This design comes from an exercise in tuning for small area, a short achievable clock period and few clock cycles on the open sky130 flow, not from production work.
In this exercise RTL edits were held to simulation tests only and were not proved equivalent to the original.

== job 7341 ==
==> flow/design.v (excerpt) <==
module MTX_MUL( MP, ready, m1, m2, load, clk );
	input[7:0] m1, m2;
	input load, clk;
	output[17:0] MP;
	output ready;
	reg [4:0] cnt;
	reg pl, run, rdyn;
	wire [4:0] idx = ( load & ~pl ) ? 5'd0 : cnt;
	always @( posedge clk ) begin
		pl  <= load;
		cnt <= idx + 5'd1;
		run <= load | ( run & ( idx != 5'd31 ) );
		rdyn <= ~( run & ( idx >= 5'd15 ) & ( idx != 5'd31 ) );
	end
	reg [7:0] a [0:11];
	integer k;
	always @( posedge clk ) begin
		a[0] <= m1;
		for( k = 1; k < 12; k = k + 1 ) a[k] <= a[k-1];
	end
	reg [7:0] ar0, ar1, ar2, ar3;
	always @( posedge clk ) begin
		if( idx[1:0] == 2'b00 ) begin
			ar0 <= a[11];
			ar1 <= a[10];
		end
		if( idx[1:0] == 2'b01 ) begin
			ar2 <= a[10];
			ar3 <= a[9];
		end
	end
	reg [7:0] b0 [0:3];
	reg [7:0] b1 [0:3];
	reg [7:0] b2 [0:3];
	reg [7:0] b3 [0:3];
	always @( posedge clk ) begin
		b0[0] <= ( load && idx[3:2] == 2'd0 ) ? m2 : b0[3];
		b1[0] <= ( load && idx[3:2] == 2'd1 ) ? m2 : b1[3];
		b2[0] <= ( load && idx[3:2] == 2'd2 ) ? m2 : b2[3];
		b3[0] <= ( load && idx[3:2] == 2'd3 ) ? m2 : b3[3];
  ...
==> flow/config.mk <==
export PLATFORM = sky130hd
export DESIGN_NAME = MTX_MUL
export DESIGN_NICKNAME = MTX_MUL
export VERILOG_FILES = /design/flow/design.v
export SDC_FILE = /design/flow/constraint.sdc
export NUM_CORES = 4
export LEC_CHECK = 0
export ABC_CLOCK_PERIOD_IN_PS = 4000
export CAP_MARGIN = 20
export CORE_MARGIN = 2
export CORE_UTILIZATION = 75
export CTS_BUF_LIST = sky130_fd_sc_hd__clkbuf_8
export CTS_CLUSTER_DIAMETER = 50
export CTS_CLUSTER_SIZE = 20
export SETUP_SLACK_MARGIN = 5.0
export SLEW_MARGIN = 20
export SYNTH_HIERARCHICAL = 1
export SYNTH_MINIMUM_KEEP_SIZE = 0
==> flow/constraint.sdc <==
create_clock -name core_clock -period 9.0 [get_ports {clk}]
set_input_delay 1.8000 -clock core_clock [delete_from_list [all_inputs] [get_ports {clk}]]
set_output_delay 1.8000 -clock core_clock [all_outputs]
set_load 0.01 [all_outputs]
standard.sh (not shown) runs the stock make flow with config.mk's settings and CLKGATE_MAP_FILE= SYNTH_SCRIPT=/design/flow/synth_recipe.tcl, a recipe that flattens the netlist after the stock synthesis.
==> flow/flow/run.sh <==
#!/bin/bash
# The standard layout (standard.sh), with two changes: ports are buffered with
# buf_1 instead of the default buffer, and CTS uses clkbuf_8 sink clusters
# without dummy loads. Each tool's output goes to flow.log here.
set -euo pipefail
bash standard.sh \
  "BUFFER_PORTS_ARGS=-buffer_cell sky130_fd_sc_hd__buf_1" \
  "CTS_ARGS=-sink_clustering_enable -repair_clock_nets -sink_clustering_size 20 -sink_clustering_max_diameter 50 -buf_list sky130_fd_sc_hd__clkbuf_8 -dont_use_dummy_load" \
  SETUP_SLACK_MARGIN=5.35 finish > flow.log 2>&1
Testbench counts of job 7341, summed over its fixed seeds: cycles 6,144.
--- input diff job 7341..job 7225 ---
diff --git a/flow/flow/run.sh b/flow/flow/run.sh
--- a/flow/flow/run.sh
+++ b/flow/flow/run.sh
@@ -7,3 +7,3 @@
   "BUFFER_PORTS_ARGS=-buffer_cell sky130_fd_sc_hd__buf_1" \
   "CTS_ARGS=-sink_clustering_enable -repair_clock_nets -sink_clustering_size 20 -sink_clustering_max_diameter 50 -buf_list sky130_fd_sc_hd__clkbuf_8 -dont_use_dummy_load" \
-  SETUP_SLACK_MARGIN=5.35 finish > flow.log 2>&1
+  SETUP_SLACK_MARGIN=5.2 finish > flow.log 2>&1
### Flow results
Looking at the reports, job 7225 completed the entire flow and the layout it produced met the timing, design-rule and antenna checks. Total non-filler cell area in the finished layout, job 7225 vs job 7341: down slightly. From job 7341 to job 7225 the numbers moved as follows: number of standard cells in the layout, taps in and fillers out -0.88%; setup slack flat; number of global-route vias before repair lost about 1.3%; fmax essentially unchanged; hold slack +0.0097 ns. Compare job 7341 and job 7225 | sequential share of layout area lower: job 7341.
diff inputs: job 7225 => job 5672
==> flow/flow/run.sh <==
#!/bin/bash
# The standard layout (standard.sh), with three changes: ports are buffered with
# buf_1 instead of the default buffer; CTS uses clkbuf_8 sink clusters without
# dummy loads; and timing repair aims at 5.1 ns of setup slack (a 3.9 ns period),
# the clock itself staying at the design's period.
# make's output goes to flow.log here; each ORFS step also keeps its own log
# under orfs/logs/.
set -euo pipefail
bash standard.sh \
  "BUFFER_PORTS_ARGS=-buffer_cell sky130_fd_sc_hd__buf_1" \
  "CTS_ARGS=-sink_clustering_enable -repair_clock_nets -sink_clustering_size 20 -sink_clustering_max_diameter 50 -buf_list sky130_fd_sc_hd__clkbuf_8 -dont_use_dummy_load" \
  SETUP_SLACK_MARGIN=5.1 \
  finish > flow.log 2>&1
- Going from job 7225 to job 5672, sequential share of layout area grows by 0.38 points.
- The lower area overhead of the layout relative to synthesis of job 5672 and job 7225 is in job 5672.
- Global-route usage on job 5672 is up relative to job 7225.
- Sum of net half-perimeters after detailed placement for job 5672 is higher than for job 7225.

afterwards: timing with drivers on the ports:
No port has a modelled driver above. Below, the same layouts with a new extraction and two added sets of constraints. Step 1: set_driving_cell puts a clkbuf_16 on clk and a buf_2 on each other input, an assumption about the parent block. Step 2 also shifts input and output timing later by t, the mid clock arrival at the registers, as if the neighbouring blocks saw the same clock. Three values: no drivers, after step 1, after step 2; two values: the first two.
| run | shift t [ns] | setup slack, ns | worst setup path at the end | slew at the worst register clock pin (ns) |
|---|---|---|---|---|
| job 7341 | 0.602 | 5.107 / 5.076 / 5.076 | input to output | 0.11 / 0.11 |
| job 7225 | 0.597 | 5.108 / 5.077 / 5.077 | input to output | 0.11 / 0.11 |
| job 5672 | 0.585 | 5.109 / 5.058 / 5.058 | input to output | 0.11 / 0.11 |
After both steps every run listed still meets setup and hold. The setup slack of job 5672, which loses most, moves by -0.051 ns with the drivers and by -0.051 ns with both steps.
